Background: an optimization exercise with open tools, aiming at small area, a short achievable clock period and few clock cycles per item. Do not read the settings as production practice. In this exercise RTL edits were held to simulation tests only and were not proved equivalent to the original. No activity file was given, so power comes from the tool's default toggle rates.

<file path="design/flow/run.sh">
#!/bin/bash
# synth_recipe.tcl (not shown) runs the flow's synth.tcl, then flattens the netlist and writes it again
# the make line also repeats each setting of config.mk as NAME=value (left out here)
make -C /OpenROAD-flow-scripts/flow DESIGN_CONFIG=/design/flow/config.mk WORK_HOME=/design/flow/orfs CLKGATE_MAP_FILE= SYNTH_SCRIPT=/design/flow/synth_recipe.tcl finish
</file>
<file path="design/flow/config.mk">
export PLATFORM = sky130hd
export DESIGN_NAME = top
export DESIGN_NICKNAME = top
export VERILOG_FILES = /design/flow/design.v
export SDC_FILE = /design/flow/constraint.sdc
export NUM_CORES = 4
export LEC_CHECK = 0
export CAP_MARGIN = 20
export CORE_MARGIN = 2
export CORE_UTILIZATION = 40
export SLEW_MARGIN = 20
</file>
<file path="design/flow/constraint.sdc">
create_clock -name core_clock -period 6.0 [get_ports {clk}]
set_input_delay 1.2000 -clock core_clock [delete_from_list [all_inputs] [get_ports {clk}]]
set_output_delay 1.2000 -clock core_clock [all_outputs]
set_load 0.01 [all_outputs]
</file>
<file path="design/flow/design.v">
module dffhr (d, r, clk, q);
  parameter WIDTH = 1;
  input 			r;
  input 			clk;
  input 	[WIDTH-1:0] 	d;
  output 	[WIDTH-1:0] 	q;
  reg 		[WIDTH-1:0] 	q;
  always @ (posedge clk) 
    if ( r ) 
      q <= {WIDTH{1'b0}};
    else
      q <= d;
endmodule  
module sha1_round (cv_in, w, round, cv_out);
   input [159:0] cv_in;
   input [31:0]  w;
   input [6:0]   round;
   output [159:0] cv_out;
   reg [31:0]     k;
   reg [31:0]     f;
   wire [31:0]    a_shift;
   wire [31:0]    b_shift;
   wire [31:0]    add_result;
   wire [31:0]    a = cv_in[159:128];
   wire [31:0]    b = cv_in[127:96];
   wire [31:0]    c = cv_in[95:64];
   wire [31:0]    d = cv_in[63:32];
   wire [31:0]    e = cv_in[31:0];
   always @(round)
     begin
        k = 32'd0;
        if ((round >= 7'd0) && (round <= 7'd19))
          k = 32'h5A827999;
        if ((round >= 7'd20) && (round <= 7'd39))
          k = 32'h6ED9EBA1;
        if ((round >= 7'd40) && (round <= 7'd59))
          k = 32'h8F1BBCDC;
        if ((round >= 7'd60) && (round <= 7'd79))
          k = 32'hCA62C1D6;
     end  
   always @(round or b or c or d)
     begin
        f = 32'd0;
        if ((round >= 7'd0) && (round <= 7'd19))
          f = ((b & c) | (~b & d));
        if ((round >= 7'd20) && (round <= 7'd39))
          f = (b ^ c ^ d);
        if ((round >= 7'd40) && (round <= 7'd59))
          f = ((b & c) | (b & d) | (c & d));
        if ((round >= 7'd60) && (round <= 7'd79))
          f = (b ^ c ^ d);
     end  
   assign a_shift = {a[26:0], a[31:27]};
   assign b_shift = {b[1:0], b[31:2]};
   assign add_result = (a_shift + ((f + k) + (e + w)));
   assign cv_out = {add_result, a, b_shift, c, d};
endmodule  
module sha1_exec(clk, reset, start, data_in, load_in, cv, 
  use_prev_cv, busy, out_valid, cv_next);
   input clk, reset;     
   input start;
   input [31:0] data_in;
   input load_in;
   input [159:0] cv;
   input use_prev_cv;
   output        busy;
   output        out_valid;
   output [159:0] cv_next;  
   reg            busy;         
   reg            out_valid;    
   reg [6:0]      rnd_cnt_d;    
   wire [6:0]     rnd_cnt_q;    
   wire [159:0]   rnd_d;        
   wire [159:0]   rnd_q;
   wire [159:0]   sha1_round_wire;   
   wire [159:0]   cv_d;         
   wire [159:0]   cv_q;         
   wire [159:0]   cv_next_d;    
   wire [159:0]   cv_next_q;
   parameter      IDLE = 2'b00;
   parameter      CALC = 2'b01;
   parameter      VALID_OUT = 2'b10;
   parameter      VALID_OUT2 = 2'b11;
   wire [1:0]     state; 
   reg [1:0]      next_state;
   wire [511:0]   w_d;
   wire [511:0]   w_q;
   wire [511:0]   w_temp;
   wire [31:0]    w;    
   wire [31:0]    w_gen_temp = w_temp[511:480] ^ w_temp[447:416] ^ 
                  w_temp[255:224] ^ w_temp[95:64];  
   wire [31:0]    w_gen = {w_gen_temp[30:0], w_gen_temp[31]};
   assign         w_d = ((load_in == 1'b1) ? w_temp :
                  ((rnd_cnt_q < 7'd15) ? w_temp : 
                  {w_gen, w_temp[479:0]}));
   assign w_temp = (state == CALC) ? {w_q[479:0], w_q[511:480]} : 
     ((load_in == 1'b1) ? {w_q[479:0], data_in} : w_q);
   assign w = w_q[511:480];
   sha1_round sha1_round(.cv_in(rnd_q), .w(w), .round(rnd_cnt_q),
                           .cv_out(sha1_round_wire));
   assign         rnd_d = ((state == CALC) ? sha1_round_wire : 
     (use_prev_cv == 1'b1) ? cv_next_q : cv);
   assign         cv_d = ((state == CALC) ? cv_q : 
     (use_prev_cv == 1'b1) ? cv_next_q : cv);
   assign         cv_next_d = (state == VALID_OUT) ? 
                                ({cv_q[159:128] + rnd_q[159:128],
                                  cv_q[127:96] + rnd_q[127:96],
                                  cv_q[95:64] + rnd_q[95:64],
                                  cv_q[63:32] + rnd_q[63:32],
                                  cv_q[31:0] + rnd_q[31:0]}) :
                                  (cv_next_q);
   assign         cv_next = cv_next_q;
   always @(state or start or rnd_cnt_q)
     begin
        out_valid = 1'b0;       
        busy = 1'b0;
        rnd_cnt_d = 7'b0000000;
        case (state)
          IDLE : begin
             out_valid = 1'b0;
             rnd_cnt_d = 7'b0000000;
             if (start) begin
                busy = 1'b1;
                next_state = CALC;
             end
             else begin
                busy = 1'b1;
                next_state = IDLE;
             end
          end  
          CALC : begin
             busy = 1'b1;
             out_valid = 1'b0;
             if (start) begin
                next_state = IDLE;
                rnd_cnt_d = 7'd0000000;
             end
             else if (rnd_cnt_q == 7'd79) begin
                next_state = VALID_OUT;
                rnd_cnt_d = 7'd0000000;
             end
             else begin
                next_state = CALC;
                rnd_cnt_d = rnd_cnt_q + 7'd0000001;
             end
          end  
          VALID_OUT : begin
             busy = 1'b1;
             out_valid = 1'b0;       
             if (start) begin
                next_state = IDLE;
                rnd_cnt_d = 7'd0000000;
             end else begin
                next_state = VALID_OUT2;
             end
          end     
          VALID_OUT2 : begin
             busy = 1'b0;
             out_valid = 1'b1;
             if (start) begin
                next_state = CALC;
             end
             else begin
                next_state = IDLE;
             end
          end
          default : begin
             next_state = IDLE;
          end
        endcase
     end          
   dffhr #(7) rnd_cnt_reg (.d(rnd_cnt_d), .q(rnd_cnt_q),
                           .clk(clk), .r(reset));
   dffhr #(2) state_reg (.d(next_state), .q(state), 
                         .clk(clk), .r(reset)); 
   dffhr #(512) w_reg (.d(w_d), .q(w_q), .clk(clk), .r(reset));
   dffhr #(160) cv_reg (.d(cv_d), .q(cv_q), .clk(clk), .r(reset));
   dffhr #(160) rnd_reg (.d(rnd_d), .q(rnd_q), .clk(clk), .r(reset));
   dffhr #(160) cv_next_reg (.d(cv_next_d), .q(cv_next_q),
                             .clk(clk), .r(reset));   
endmodule  
module sequencer (
	input clk_i,
	input rst_i,
	input [511:0] data_i,
	input start_i,
	input out_valid_i,
	output reg start_o,
	output reg load_o,
    output reg out_valid_o,
	output reg busy_o,
	output [31:0] data_o
);
	parameter      IDLE = 3'b000;
	parameter      TX = 3'b001;
	parameter      START = 3'b010;
	parameter      WAIT = 3'b011;
    parameter      DONE = 3'b100;
	reg [2:0]     state; 
	reg [2:0]      next_state;
	reg cnt_ce;
	reg cnt_tc;
	always @(posedge clk_i, negedge rst_i)
	begin
		if (rst_i == 1'b0) begin
			state <= IDLE;
		end else begin
			state <= next_state;
		end
	end
	always @(state, start_i, out_valid_i, cnt_tc) begin
		case (state)
				IDLE : begin
					if (start_i == 1'b1) begin
						next_state = TX;
					end else begin
						next_state = IDLE;
					end
				end  
				TX : begin
					if (cnt_tc == 1'b1) begin
						next_state = START;
					end else begin
						next_state = TX;
					end
				end  
				START : begin
					next_state = WAIT;
				end  
				WAIT : begin
					if (out_valid_i == 1'b1) begin
						next_state = DONE;
					end else begin
						next_state = WAIT;
					end
				end  
				DONE : begin
					if (start_i == 1'b0) begin
						next_state = IDLE;
					end else begin
						next_state = DONE;
					end
				end  
				default : begin
					next_state = IDLE;
				end
			endcase
	end
	always @(state)
	begin
		start_o = 1'b0;       
		load_o = 1'b0;
		cnt_ce = 1'b0;
        out_valid_o = 1'b0;
		busy_o = 1'b0;
		case (state)
				IDLE : begin
					start_o = 1'b0;       
					load_o = 1'b0;
					cnt_ce = 1'b0;
				end  
				TX : begin       
					load_o = 1'b1;
					cnt_ce = 1'b1;
					busy_o = 1'b1;
				end  
				START : begin
					start_o = 1'b1;  
					load_o = 1'b0;
					cnt_ce = 1'b0;
					busy_o = 1'b1;
				end  
				WAIT : begin
					start_o = 1'b0;  
					busy_o = 1'b1;
				end  
                DONE : begin
                    out_valid_o = 1'b1;  
				end  
				default : begin
					start_o = 1'b0;       
					load_o = 1'b0;
				end
			endcase
	end  
reg [3:0] cnt;
always @(posedge clk_i, negedge rst_i) begin
	if (rst_i == 0) begin
		cnt <= 4'hF;
		cnt_tc <= 1'b0;
	end else if (cnt_ce == 1'b1) begin
		cnt <= cnt - 1;
		if (cnt == 4'd1) begin
			cnt_tc <= 1'b1;
		end else begin
			cnt_tc <= 1'b0;
		end
	end
end
	assign data_o = data_i[cnt*32 +: 32];
endmodule
module top (
	input clk, 
	input rstn,
	input start,
	input use_prev_cv,
	input [511:0] data_i,
	input [159:0] cv,
	output busy,
	output out_valid,
	output [159:0] cv_next
	);
	wire load_int;
	wire start_int;
	wire out_valid_int;
	wire [31:0] data_int;
	sha1_exec sha1_exec (.clk(clk), .reset(~rstn), .start(start_int),
                        .data_in(data_int), .load_in(load_int),
                        .cv(cv), .use_prev_cv(use_prev_cv), .busy(), 
                        .out_valid(out_valid_int), .cv_next(cv_next));
	sequencer sequencer (.clk_i(clk), .rst_i(rstn), .data_i(data_i), .start_i(start),
						.out_valid_i(out_valid_int), .start_o(start_int), .load_o(load_int), .data_o(data_int), .out_valid_o(out_valid), .busy_o(busy));
endmodule
</file>
==> run summary <==
RSZ-0062 raised after global routing false; Routed wire per std cell 24.8 um; CP Class reg -> reg; Final Non-Filler Cells 8,917; DIE HEIGHT 373 um; Worst path top cell family by delay compound AO/OA/AOI/OAI gates; Slew @ Worst Pin 1.03 ns; most frequent cells in the layout 1,214 x nand2_1, 1,001 x dfxtp_1, 974 x a21oi_1; area leader, netlist dfxtp_1; Slew HR 0.312; vias in the first global route 46,200; area of the multi-input gates 31,100 sq um; vias 48,600; initial antenna violation count 38; yosys warns 7; max-cap violations 0; vias per cell 5.45; Clock Skew 0.0376 ns; CTS buffer count 111; H-Tree Depth 3; Skew-Pair Late Insertion Delay 0.73 ns; # IOs 838; Cell Area, Synth 54,400 sq um; Yosys top cell area share 0.368; HP Class reg -> reg; nets 8,021; Worst EP arrival 6.11 ns; gr ovfl total 0; FFs w/ async S/R, synth 0.00793; Total GRT Usage 0.309; CP required 6.59 ns; pin count of the biggest net entering global routing 195; post-route ant nets 0; max incr delay on CP 0.49 ns; first-pass GRT wire length 319,000 um; Initial Utilization 0.402; Post-synth EDFFs 0; largest fanout on the critical path 6; largest cells by area after synthesis dfxtp_1 37%, a21oi_1 9.0%, nand2_1 8.4%; WL final 221,000 um; CTS hold repair buffers 0; CP startpoint kind flip-flop; flip-flop and latch count after synthesis 1,009; CP Launch Point sha1_exec.rnd_cnt_reg.q[0]$_SDFF_PP0_; Setup Buffers After CTS 0; CTS max path bufs 3; count of final setup violators 0; Period minus WS final 5.51 ns; sequential fraction of the synthesis area 0.372; crit end category flip-flop; Cell Rows 135; Synth cell types 86; die area 139,000 sq um; PortBufs 837; GPL Wtd Cong 0.950; CTS root buf clkbuf_16; core area 135,000 sq um; HPWL after DPL 175,000 um; Pwr per Cell Area 334 nW/um^2; DR pass1 iterations 8; fin crit share 0.918; Layout area overhead 25.5%; Clock Sinks 1,009; chip width 373 um; register area 20,300 sq um; FILL cells 12,800; max-slew violation count 0; CP max stage cell fa_1; CTS clock-pin slew for the worst setup and hold paths 0.06 ns; drt initial violations 4,361; total power 22.8 mW; final hold vios 0; Hold Path Origin sha1_exec.w_reg.q[159]$_SDFFE_PN0P_; Leakage 26.0 nW; share of layout cells above drive strength 1 0.0839; commonest non-fill, non-tap cell in the layout nand2_1; Mean Syn Cell Area 8.50 sq um; Gate Count Post-Synth 6,400; Largest Register sha1_exec.w_reg.q; crit path cell chain ha_1 -> o21bai_1 -> o21ai_0 -> and2_1 -> nor2_2 -> inv_1 -> nor2_1 -> fa_1 -> fa_1 -> inv_1 -> ha_1 -> a21oi_1 -> o21ai_0 -> a31oi_1 -> o21ai_1 -> o311a_1 -> o31ai_2 -> a21boi_0 -> xor2_1 -> a21oi_1 -> nor2_1; DRC errors left 0; highest clock rate 0.181 GHz; outcome no timing/DRC/antenna violations; RR Startpoint sha1_exec.rnd_cnt_reg.q[0]$_SDFF_PP0_; Synth Flop Type dfxtp_1; Syn Nets 7,399; max FFs per register 512; CTS tree yes; WP buf/inv 2; TNS Setup 0 ns; VDD IR-drop max 0.000421 V; Placed Cells 8,690; Post-CTS Resized 0
## metrics by stage
step / util / area [sq um] / hold WS, ns / worst slack (ns)
final: 0.504 / 68200 / 0.430 / 0.489
after global routing: 0.504 / 68200 / 0.456 / 0.0231
after CTS: 0.504 / 68200 / 0.436 / 0.267
after detailed placement: 0.475 / 64300 / 0.443 / 0.259
after global placement: 0.475 / 64300 / 0.438 / 0.269
after floorplan: - / 54400 / 0.432 / 1.02
## metal layers
metal | global-route usage | share of wire
met3 | 0.0379 | 0.051
met4 | 0.103 | 0.035
met2 | 0.503 | 0.46
met1 | 0.424 | 0.45
met5 | 0 | 0.00020
## final cells by class
| type | count | share of cell area |
|---|---|---|
| Inverter | 436 | 0.0241 |
| Clock inverter | 53 | 0.0107 |
| Sequential cell | 1009 | 0.297 |
| Multi-Input combinational cell | 4562 | 0.456 |
| Clock buffer | 156 | 0.0469 |
| Tap cell | 1781 | 0.0327 |
| Antenna cell | 18 | 0.000660 |
| Timing Repair Buffer | 902 | 0.132 |
## worst paths after layout
path	endpoint	slack [ns]	cells past startpoint
max in group asynchronous	sequencer.state[0]$_DFF_PN0_	4.50	2
min	sha1_exec.w_reg.q[191]$_SDFFE_PN0P_	0.43	2
min in group asynchronous	sequencer.state[2]$_DFF_PN0_	1.11	2
max reg2reg	sha1_exec.rnd_reg.q[157]$_SDFF_PN0_	0.49	21
min reg2reg	sha1_exec.w_reg.q[191]$_SDFFE_PN0P_	0.43	2
max	sha1_exec.rnd_reg.q[157]$_SDFF_PN0_	0.49	21
## worst min-delay path, stage by stage (launching register included)
cell,delay [ns]
dfxtp_1,0.31
nand2_1,0.05
a21oi_1,0.05
## synth_stat cells, drive strengths merged, types with 6 or more instances
cell and instances:
nand2 1216, dfxtp 1001, a21oi 975, inv 436, nor2 388, clkbuf 351
o21ai 322, xnor2 209, ha 200, mux4 160, mux2 140, fa 123
xor2 117, mux2i 89, a21o 82, a311oi 67, nand3 46, buf 42
nor3 41, a211oi 34, nand2b 29, a222oi 28, o21a 27, a31oi 24
nor2b 24, o21bai 22, o211ai 20, nand4 17, and3 15, or3 14
and2 13, o31ai 10, or2 7, a21boi 6, and4 6, nor4 6
o41ai 6, or4 6
## report_power, final
| group | total (mW) | internal (mW) | switching (mW) |
|---|---|---|---|
| sequential | 7.78 | 7.13 | 0.647 |
| combinational | 7.69 | 3.01 | 4.69 |
| clock | 7.29 | 4.30 | 2.99 |
## cells by family (layout without fill, tap and decap cells)
group | after synthesis | after routing | synth area share
fa+ha+maj | 323 | 323 | 0.0913
mux | 389 | 389 | 0.112
other cells | 0 | 18 | 0
flops | 1009 | 1009 | 0.372
simple gates | 1843 | 1843 | 0.137
compound gates | 1681 | 1681 | 0.178
xor+xnor | 326 | 326 | 0.0525
buf+inv | 829 | 1547 | 0.0575
Testbench counts, summed over its fixed seeds: cycles 48,480, blocks 480.

-- what the ideal ports hide --
The results above use ideal ports. As a check the final layout listed here was re-extracted and re-timed, cells and wires unchanged. Step 1: set_driving_cell puts a clkbuf_16 on clk and a buf_2 on each other input, an assumption about the parent block. Step 2 also shifts input and output timing later by t, the mid clock arrival at the registers, as if the neighbouring blocks saw the same clock. Slacks: ideal ports / drivers / drivers and shift; pairs: ideal ports / drivers.
shift t [ns]: 0.792
setup slack, ns: 0.489 / 0.489 / 0.489
hold WS [ns]: 0.430 / 0.430 / 0.430
cell pins on the clock port's net: 1
After both steps setup and hold are still met in this run. For this run, drivers alone change the setup slack by 0.000 ns; drivers and shift together by 0.000 ns.
